This design comes from an exercise in tuning for small area on the open sky130 flow, not from production work. Only simulation tests tie the RTL to the original design; equivalence was not proved. No activity file was given, so power comes from the tool's default toggle rates.

## top_level
module top_level(
   input         clk,
   input         rst,
   input  [31:0] wb_addr,   
   input         wb_we,     
   input         wb_stb,   
   input         wb_cyc,   
   input  [31:0] wb_dout,   
   output [31:0] wb_din,    
   output        wb_ack,    
   output        spi_mosi,
   output        spi_sck,
   output        spi_ss,
   input         spi_miso
);
wire [10:0] dout;
wire [ 8:0] din;
wire sel, rdack, cmd, wr, rd, ack;
assign wb_din = {23'b0, din};
wishbone_if wishbone_interface (
   .clk(clk), 
   .rst(rst), 
   .wb_addr(wb_addr), 
   .wb_we(wb_we), 
   .wb_stb(wb_stb), 
   .wb_cyc(wb_cyc), 
   .wb_dout(wb_dout), 
   .wb_ack(wb_ack), 
   .dout(dout), 
   .sel(sel), 
   .rdack(rdack), 
   .cmd(cmd), 
   .wr(wr), 
   .rd(rd), 
   .ack(ack)
);
spi_if spi_interface (
   .clk(clk),
   .rst(rst),
   .din(dout),
   .sel(sel),
   .rdack(rdack),
   .cmd(cmd),
   .wr(wr),
   .rd(rd),
   .dout(din),
   .ack(ack),
   .spi_mosi(spi_mosi),
   .spi_sck(spi_sck),
   .spi_ss(spi_ss),
   .spi_miso(spi_miso)
);
endmodule
For scale: roughly 1200 cells after synthesis, ~110 I/O pins, about 13000 um2 of cells after synthesis.
==> flow/config.mk <==
export PLATFORM = sky130hd
export DESIGN_NAME = top_level
export DESIGN_NICKNAME = top_level
export VERILOG_FILES = /design/flow/design.v
export SDC_FILE = /design/flow/constraint.sdc
export NUM_CORES = 4
export LEC_CHECK = 0
export ABC_AREA = 1
export CAP_MARGIN = 0
export CORE_MARGIN = 2
export CORE_UTILIZATION = 70
export CTS_BUF_LIST = sky130_fd_sc_hd__clkbuf_8
export CTS_CLUSTER_DIAMETER = 60
export CTS_CLUSTER_SIZE = 18
export PLACE_DENSITY = 0.72
export SLEW_MARGIN = 0
export SYNTH_HIERARCHICAL = 1
==> flow/constraint.sdc <==
create_clock -name core_clock -period 3.5 [get_ports {clk}]
set_input_delay 0.7000 -clock core_clock [delete_from_list [all_inputs] [get_ports {clk}]]
set_output_delay 0.7000 -clock core_clock [all_outputs]
set_load 0.01 [all_outputs]
standard.sh (not shown) runs the stock make flow with config.mk's settings and CLKGATE_MAP_FILE= SYNTH_SCRIPT=/design/flow/synth_recipe.tcl, a recipe that flattens the netlist after the stock synthesis.
==> flow/flow/run.sh <==
#!/bin/bash
# Own flow: the standard layout, but synthesis maps logic with an
# area-oriented ABC script (flow/area.abc). Each tool's output goes to a log
# file in the work folder.
set -euo pipefail
W=$(pwd)
export OWN_WORK=$W
export OWN_ABC_SCRIPT=$W/flow/area.abc
make -C "$FLOW_HOME" DESIGN_CONFIG="$W/config.mk" WORK_HOME="$W/orfs" CLKGATE_MAP_FILE= \
  SYNTH_SCRIPT="$W/flow/own_synth.tcl" synth > "$W/own_synth.log" 2>&1
export BUFFER_PORTS_ARGS="-buffer_cell sky130_fd_sc_hd__buf_1"
bash standard.sh > "$W/standard.log" 2>&1
==> flow/flow/area.abc <==
strash
dch
amap
topo
==> flow/flow/own_synth.tcl <==
proc abc {args} {
  set i [lsearch -exact $args -script]
  if {$i >= 0} { lset args [expr {$i + 1}] $::env(OWN_ABC_SCRIPT) }
  yosys abc {*}$args
}
source $::env(OWN_WORK)/synth_recipe.tcl
Then changed:
Settings changed: CORE_UTILIZATION 70 to 60, CTS_BUF_LIST sky130_fd_sc_hd__clkbuf_8 to sky130_fd_sc_hd__clkbuf_16, CTS_CLUSTER_DIAMETER 60 to 100, CTS_CLUSTER_SIZE 18 to 30, PLACE_DENSITY 0.72 to not set.
After rerunning: Cell count rises by 3.1%; clock power rises by about 10%; worst hold slack gains 0.0046 ns.
Then changed:
--- a/flow/flow/run.sh
+++ b/flow/flow/run.sh
@@ -11,2 +11,3 @@
 export BUFFER_PORTS_ARGS="-buffer_cell sky130_fd_sc_hd__buf_1"
+export REMOVE_ABC_BUFFERS=1
 bash standard.sh > "$W/standard.log" 2>&1
Settings changed: CORE_UTILIZATION 60 to 70, CTS_BUF_LIST sky130_fd_sc_hd__clkbuf_16 to sky130_fd_sc_hd__clkbuf_8, CTS_CLUSTER_DIAMETER 100 to 60, CTS_CLUSTER_SIZE 30 to 20.
Worst setup slack got worse by 0.076 ns.
Core utilization rises by 11 points.
Global-route usage rises by 2.8 points.
Final cell count falls by 1.4%.
Cell area falls by 0.37%.
Count of clock-buffer cells in the layout rises by 10.
Non-clock buffer count rises by 9.
Worst hold slack got worse by 0.019 ns.
Then changed:
--- a/flow/flow/run.sh
+++ b/flow/flow/run.sh
@@ -11,3 +11,2 @@
 export BUFFER_PORTS_ARGS="-buffer_cell sky130_fd_sc_hd__buf_1"
-export REMOVE_ABC_BUFFERS=1
 bash standard.sh > "$W/standard.log" 2>&1
Settings changed: CORE_UTILIZATION 70 to 65, CTS_CLUSTER_SIZE 20 to 18.
The changed run ran to the end with no violations.
Sequential cell count is unchanged.
Non-clock buffer count came out higher by 6.
Design area came out higher by a few percent.
Worst setup slack is better by 0.11 ns.
Final cell count came out higher by a few percent.
First-iteration DRC count came out lower by a quarter to a third.

---

Another version of the RTL of top_level (not shown whole).
For scale: ~1200 cells after synthesis, about 110 I/O pins.
==> flow/config.mk <==
export PLATFORM = sky130hd
export DESIGN_NAME = top_level
export DESIGN_NICKNAME = top_level
export VERILOG_FILES = /design/flow/design.v
export SDC_FILE = /design/flow/constraint.sdc
export NUM_CORES = 4
export LEC_CHECK = 0
export ABC_AREA = 1
export CAP_MARGIN = 20
export CORE_MARGIN = 2
export CORE_UTILIZATION = 72
export CTS_BUF_LIST = sky130_fd_sc_hd__clkbuf_8
export CTS_CLUSTER_DIAMETER = 60
export CTS_CLUSTER_SIZE = 18
export SLEW_MARGIN = 20
export SYNTH_HIERARCHICAL = 1
==> flow/constraint.sdc <==
create_clock -name core_clock -period 3.5 [get_ports {clk}]
set_input_delay 0.7000 -clock core_clock [delete_from_list [all_inputs] [get_ports {clk}]]
set_output_delay 0.7000 -clock core_clock [all_outputs]
set_load 0.01 [all_outputs]
==> flow/flow/run.sh <==
#!/bin/bash
# Own flow: the standard layout, but synthesis maps logic with an
# area-oriented ABC script (flow/area.abc). Each tool's output goes to a log
# file in the work folder.
set -euo pipefail
W=$(pwd)
export OWN_WORK=$W
export OWN_ABC_SCRIPT=$W/flow/area.abc
make -C "$FLOW_HOME" DESIGN_CONFIG="$W/config.mk" WORK_HOME="$W/orfs" CLKGATE_MAP_FILE= \
  SYNTH_SCRIPT="$W/flow/own_synth.tcl" synth > "$W/own_synth.log" 2>&1
export BUFFER_PORTS_ARGS="-buffer_cell sky130_fd_sc_hd__buf_1"
export REMOVE_ABC_BUFFERS=1
bash standard.sh > "$W/standard.log" 2>&1
Scripts as last shown in full above: flow/flow/area.abc, flow/flow/own_synth.tcl
Edit:
--- a/flow/config.mk
+++ b/flow/config.mk
@@ -9 +9 @@
-export CAP_MARGIN = 20
+export CAP_MARGIN = 0
@@ -11 +11 @@
-export CORE_UTILIZATION = 72
+export CORE_UTILIZATION = 70
@@ -15 +15 @@
-export SLEW_MARGIN = 20
+export SLEW_MARGIN = 0
The changed run went through all stages and came out clean.
Cell area stays flat.
Non-clock buffer count is unchanged.
Power increases by about 1.7%.
Wire length is lower by 1.2%.
Via count shrinks by 1.3%.
Combinational power shrinks by about 2%.

---

top_level, a different RTL version from the one above (not shown whole).
For scale: about 1,200 cells after synthesis, ~110 I/O pins, about 12,000 um^2 of cells after synthesis.
## top_level
module top_level(
   input         clk,
   input         rst,
   input  [31:0] wb_addr,   
   input         wb_we,     
   input         wb_stb,   
   input         wb_cyc,   
   input  [31:0] wb_dout,   
   output [31:0] wb_din,    
   output        wb_ack,    
   output        spi_mosi,
   output        spi_sck,
   output        spi_ss,
   input         spi_miso
);
Settings: LEC_CHECK=0, ABC_AREA=1, CAP_MARGIN=0, CORE_MARGIN=2, CORE_UTILIZATION=70, CTS_BUF_LIST=sky130_fd_sc_hd__clkbuf_8, CTS_CLUSTER_DIAMETER=45, CTS_CLUSTER_SIZE=20, SLEW_MARGIN=0, SYNTH_HIERARCHICAL=1; clock period 3.5 ns.
==> flow/flow/run.sh <==
#!/bin/bash
# Own flow: the standard layout, but synthesis maps logic with an
# area-oriented ABC script (flow/area.abc). Each tool's output goes to a log
# file in the work folder.
set -euo pipefail
W=$(pwd)
export OWN_WORK=$W
export OWN_ABC_SCRIPT=$W/flow/area.abc
make -C "$FLOW_HOME" DESIGN_CONFIG="$W/config.mk" WORK_HOME="$W/orfs" CLKGATE_MAP_FILE= \
  SYNTH_SCRIPT="$W/flow/own_synth.tcl" synth > "$W/own_synth.log" 2>&1
export BUFFER_PORTS_ARGS="-buffer_cell sky130_fd_sc_hd__buf_1"
bash standard.sh > "$W/standard.log" 2>&1
Scripts as last shown in full above: flow/flow/area.abc, flow/flow/own_synth.tcl
Next try:
--- a/flow/flow/run.sh
+++ b/flow/flow/run.sh
@@ -10,3 +10,4 @@
   SYNTH_SCRIPT="$W/flow/own_synth.tcl" synth > "$W/own_synth.log" 2>&1
 export BUFFER_PORTS_ARGS="-buffer_cell sky130_fd_sc_hd__buf_1"
+export GPL_KEEP_OVERFLOW=0
 bash standard.sh > "$W/standard.log" 2>&1
Settings changed: CTS_CLUSTER_DIAMETER 45 to 60, CTS_CLUSTER_SIZE 20 to 18.
The new run ran to the end with no violations.
Power went down by roughly a tenth.
Core utilization increases by 0.17 points.
Register-to-register slack degrades by 50 ps.
Clock-buffer cell count goes down by 21.
Die area does not change.
Final cell count falls by a few percent.
Worst setup slack loses 49 ps.
Synthesized area is unchanged.
Non-clock buffer count does not change.
First-iteration DRC count grows by about a fifth.
Cell area stays flat.
Next try:
--- a/flow/flow/run.sh
+++ b/flow/flow/run.sh
@@ -10,4 +10,3 @@
   SYNTH_SCRIPT="$W/flow/own_synth.tcl" synth > "$W/own_synth.log" 2>&1
 export BUFFER_PORTS_ARGS="-buffer_cell sky130_fd_sc_hd__buf_1"
-export GPL_KEEP_OVERFLOW=0
 bash standard.sh > "$W/standard.log" 2>&1
After rerunning: Sequential cell count is unchanged; wire length goes down by about 8%; final area decreases by about 3%; register-to-register slack is better by 30 ps; power came out lower by about 0.3%; synthesized area is unchanged; worst hold slack improved by 13 ps; final cell count is about the same; clock skew drops by 7.5 ps.
Next try:
Settings changed: CORE_UTILIZATION 70 to 68.
Flip-flop and latch count does not change.
Cell area hardly moves.
Setup slack is worse by 4.8 ps.
Routed wire length stays flat.
Via count falls by 1.0%.
Sequential share of layout area falls by 0.12 points.
Combinational power barely changes.
Hold slack is better by 6.8 ps.
Total power falls by 0.49%.
Next try:
--- a/flow/flow/run.sh
+++ b/flow/flow/run.sh
@@ -10,3 +10,4 @@
   SYNTH_SCRIPT="$W/flow/own_synth.tcl" synth > "$W/own_synth.log" 2>&1
 export BUFFER_PORTS_ARGS="-buffer_cell sky130_fd_sc_hd__buf_1"
+export REMOVE_ABC_BUFFERS=1
 bash standard.sh > "$W/standard.log" 2>&1
Settings changed: CORE_UTILIZATION 68 to 70.
Result:
- die area went down by about 2.8%
- wire length went up by about 1.1%
- clock power is about the same
Next try:
--- a/flow/flow/run.sh
+++ b/flow/flow/run.sh
@@ -10,4 +10,3 @@
   SYNTH_SCRIPT="$W/flow/own_synth.tcl" synth > "$W/own_synth.log" 2>&1
 export BUFFER_PORTS_ARGS="-buffer_cell sky130_fd_sc_hd__buf_1"
-export REMOVE_ABC_BUFFERS=1
 bash standard.sh > "$W/standard.log" 2>&1
Settings changed: CORE_UTILIZATION 70 to 72.
The changed run ran to the end with no violations. Sequential power hardly moves. Non-clock buffer count climbs by 1. Clock-buffer cell count climbs by 1. Power climbs by 0.96%.

---

== JK ==
top_level with an RTL version that a note above also has.
Size: about 1200 cells after synthesis, ~13000 sq um of cells after synthesis.
// top_level
module top_level(
   input         clk,
   input         rst,
   input  [31:0] wb_addr,   
   input         wb_we,     
   input         wb_stb,   
   input         wb_cyc,   
   input  [31:0] wb_dout,   
   output [31:0] wb_din,    
   output        wb_ack,    
   output        spi_mosi,
   output        spi_sck,
   output        spi_ss,
   input         spi_miso
);
==> flow/config.mk <==
export PLATFORM = sky130hd
export DESIGN_NAME = top_level
export DESIGN_NICKNAME = top_level
export VERILOG_FILES = /design/flow/design.v
export SDC_FILE = /design/flow/constraint.sdc
export NUM_CORES = 4
export LEC_CHECK = 0
export ABC_AREA = 1
export CAP_MARGIN = 0
export CORE_MARGIN = 2
export CORE_UTILIZATION = 70
export CTS_BUF_LIST = sky130_fd_sc_hd__clkbuf_8
export CTS_CLUSTER_DIAMETER = 60
export CTS_CLUSTER_SIZE = 18
export SLEW_MARGIN = 0
export SYNTH_HIERARCHICAL = 1
==> flow/constraint.sdc <==
create_clock -name core_clock -period 3.5 [get_ports {clk}]
set_input_delay 0.7000 -clock core_clock [delete_from_list [all_inputs] [get_ports {clk}]]
set_output_delay 0.7000 -clock core_clock [all_outputs]
set_load 0.01 [all_outputs]
==> flow/flow/run.sh <==
#!/bin/bash
# Own flow: the standard layout, but synthesis maps logic with an
# area-oriented ABC script (flow/area.abc). Each tool's output goes to a log
# file in the work folder.
set -euo pipefail
W=$(pwd)
export OWN_WORK=$W
export OWN_ABC_SCRIPT=$W/flow/area.abc
make -C "$FLOW_HOME" DESIGN_CONFIG="$W/config.mk" WORK_HOME="$W/orfs" CLKGATE_MAP_FILE= \
  SYNTH_SCRIPT="$W/flow/own_synth.tcl" synth > "$W/own_synth.log" 2>&1
export BUFFER_PORTS_ARGS="-buffer_cell sky130_fd_sc_hd__buf_1"
bash standard.sh > "$W/standard.log" 2>&1
Scripts as last shown in full above: flow/flow/area.abc, flow/flow/own_synth.tcl
Relative to JK, the following input files were edited for MS:
Settings: setting GPL_TIMING_DRIVEN to 0 for the first time.
==> results.txt <==
The flow for MS finished, though final verification flagged setup timing.
Comparing JK and MS, the higher hold slack is on JK.
Diff JK -> MS: worst setup skew after layout moved up, final routed wirelength across all metal layers moved up.
The final reports for MS and JK show cell count higher in the former.
met3 usage in MS is 0.26 points above JK.

---

## v44
RTL: one of the versions met above, not the one the previous note started from.
For scale: about 1200 cells after synthesis, about 12000 um2 of cells after synthesis.
Settings: LEC_CHECK=0, ABC_AREA=1, CAP_MARGIN=0, CORE_MARGIN=2, CORE_UTILIZATION=74, CTS_BUF_LIST=sky130_fd_sc_hd__clkbuf_8, CTS_CLUSTER_DIAMETER=60, CTS_CLUSTER_SIZE=18, SLEW_MARGIN=0, SYNTH_HIERARCHICAL=1; clock period 3.5 ns.
==> flow/flow/run.sh <==
#!/bin/bash
# Own flow: the standard layout, but synthesis maps logic with an
# area-oriented ABC script (flow/area.abc). Each tool's output goes to a log
# file in the work folder.
set -euo pipefail
W=$(pwd)
export OWN_WORK=$W
export OWN_ABC_SCRIPT=$W/flow/area.abc
make -C "$FLOW_HOME" DESIGN_CONFIG="$W/config.mk" WORK_HOME="$W/orfs" CLKGATE_MAP_FILE= \
  SYNTH_SCRIPT="$W/flow/own_synth.tcl" synth > "$W/own_synth.log" 2>&1
export BUFFER_PORTS_ARGS="-buffer_cell sky130_fd_sc_hd__buf_1"
export REMOVE_ABC_BUFFERS=1
bash standard.sh > "$W/standard.log" 2>&1
Scripts as last shown in full above: flow/flow/area.abc, flow/flow/own_synth.tcl
v44 completed; timing, DRC and antenna clean
Here is what was changed in the inputs of v21 compared with v44.
- CORE_UTILIZATION changed from 74 to 71
Findings:
Diff v44 -> v21: maximum operating frequency dropped 2.1%, portion of the layout cell area used by non-clock buffers held steady. Diff v44..v21 | post-route antenna net violation count | unchanged. Via count | v21 below v44.
Input-level comparison between v50 and v21:
- swapping 71 for 70 in CORE_UTILIZATION
-- flow/flow/run.sh --
<<< v21, line 12
export REMOVE_ABC_BUFFERS=1
>>> v50, line 12
==> comparison <==
- v50 went all the way through synthesis, placement and routing and the layout is clean on timing, DRC and antenna.
- Number of instances in the placed design across v50 and v21: no real change.
- v50 vs v21 — non-clock buffer count dropped 2.1%.
- Per the comparison of v50 with v21, setup slack of the worst register-to-register path higher, share of the final layout cell area in sequential cells shows no meaningful change, via count has remained practically unchanged, share of total power in the clock network lower.
- Comparing shortest clock period the worst path allows after layout for v50 and v21, the bigger number came from v21.
- Between v50 and v21, the difference in area overhead of the layout relative to synthesis is negligible.
- v50 vs. v21: wire length of the first global-routing pass was more or less identical; die area went up by about 1.4%; design area was more or less identical.
Modified inputs, v42 compared to v50
- CORE_UTILIZATION: 70 -> 72
- SETUP_SLACK_MARGIN: unset -> 0.03
-- flow/flow/run.sh --
<<< v50, line 12
>>> v42, line 12
export REMOVE_ABC_BUFFERS=1
Notes after the runs:
- v42 finished end to end and its layout was clean on timing, DRC and antenna.
- Per the comparison of v42 with v50, hold slack decreased 0.020 ns; proportion of power drawn by the clock network essentially unchanged.
- Total setup buffers inserted after CTS came out exactly the same in v42 and v50.
- Combined global-route utilization of all metal layers for v42: 1.3 points up relative to v50
- Start point of the critical path: spi_interface.rd_fifo.addr[2] -> v42, spi_interface.rd_fifo.addr[0] -> v50
- met3 layer wire length in the routed design in v42 is 35% higher than in v50
Inputs modified between v42 and v22:
- SETUP_SLACK_MARGIN removed (was 0.03)
### Flow results
Between v22 and v42, the difference in post-route cell area is negligible. Run comparison: v42 beginning of the critical path spi_interface.rd_fifo.addr[2]; v22 beginning of the critical path spi_interface.rd_fifo.addr[3]. Changes observed in v22 relative to v42: maximum clock rate higher, total power saw little to no change, largest net degree at the start of global routing comparable.
The following lists how v59 was set up differently from v22:
- changing CORE_UTILIZATION from 72 to 73
==> results.txt <==
The met3 track demand over resource in global routing in v59 was lower than what v22 gave. Compared v59 against v22; data arrival time of the worst path within noise. From v22 to v59, combined flip-flop and latch cell area did not move at all. Global-route wire length before repair on v59 is behind v22. v22 -> v59: hold slack flat. v59 reached the end of the flow, and the finished layout is clean on the timing, design-rule and antenna checks. Relative to v22, wire length per cell decreased by about 1.5% in v59. Relative to v22, worst reg2reg path depth decreased by 3 in v59.

## separate check: timing with driven ports
In the flow no input, the clock included, has a driving cell. The finished layouts below were timed again as built, in two steps. Step 1 (the two cells are an assumption about what drives the block):
set clk [get_ports {clk}]
set_driving_cell -lib_cell sky130_fd_sc_hd__clkbuf_16 $clk
set_driving_cell -lib_cell sky130_fd_sc_hd__buf_2 [delete_from_list [all_inputs] $clk]
Step 2 times the ports against the registers' clock, not the clock port: input delays grow and output delays shrink by t, the midpoint of the rising clock arrivals with the driver on. a / b / c = no drivers / after step 1 / after step 2; a / b = the first two.
run	t, ns	slack for setup (ns)	worst setup path after step 2	worst data-port slew with drivers (ns)	pins driven straight from the clock port
the first run of note 1	0.576	0.178 / 0.144 / -0.110	input to register	0.05	1
the second run of note 1	0.535	0.154 / 0.108 / -0.085	input to register	0.04	1
the third run of note 1	0.580	0.078 / 0.042 / -0.143	input to register	0.04	1
the fourth run of note 1	0.611	0.184 / 0.140 / -0.065	input to register	0.04	1
the first run of note 2	0.581	0.135 / 0.102 / 0.200	input to register	0.05	1
the second run of note 2	0.583	0.118 / 0.085 / 0.147	input to register	0.03	1
the first run of note 3	0.574	0.182 / 0.140 / -0.088	input to register	0.04	1
the second run of note 3	0.603	0.132 / 0.091 / -0.340	input to register	0.04	1
the third run of note 3	0.597	0.158 / 0.112 / -0.027	input to register	0.04	1
the fourth run of note 3	0.583	0.153 / 0.107 / -0.030	input to register	0.04	1
the fifth run of note 3	0.583	0.145 / 0.102 / 0.053	input to register	0.03	1
the sixth run of note 3	0.592	0.091 / 0.050 / -0.043	input to register	0.04	1
JK	0.576	0.178 / 0.144 / -0.110	input to register	0.05	1
MS	0.603	-0.012 / -0.012 / -0.396	input to register	0.04	1
v44	0.591	0.126 / 0.090 / 0.171	input to register	0.04	1
v21	0.583	0.055 / 0.018 / 0.211	input to register	0.04	1
v50	0.583	0.167 / 0.129 / 0.186	input to register	0.04	1
v42	0.582	0.096 / 0.062 / 0.191	input to register	0.05	1
v22	0.581	0.135 / 0.102 / 0.200	input to register	0.05	1
v59	0.585	0.124 / 0.088 / 0.208	register to register	0.04	1
With both steps, setup timing fails in 10 of these runs, where it was met with ideal ports. For the second run of note 3, which loses most, drivers alone change the setup slack by -0.041 ns; drivers and shift together by -0.472 ns.
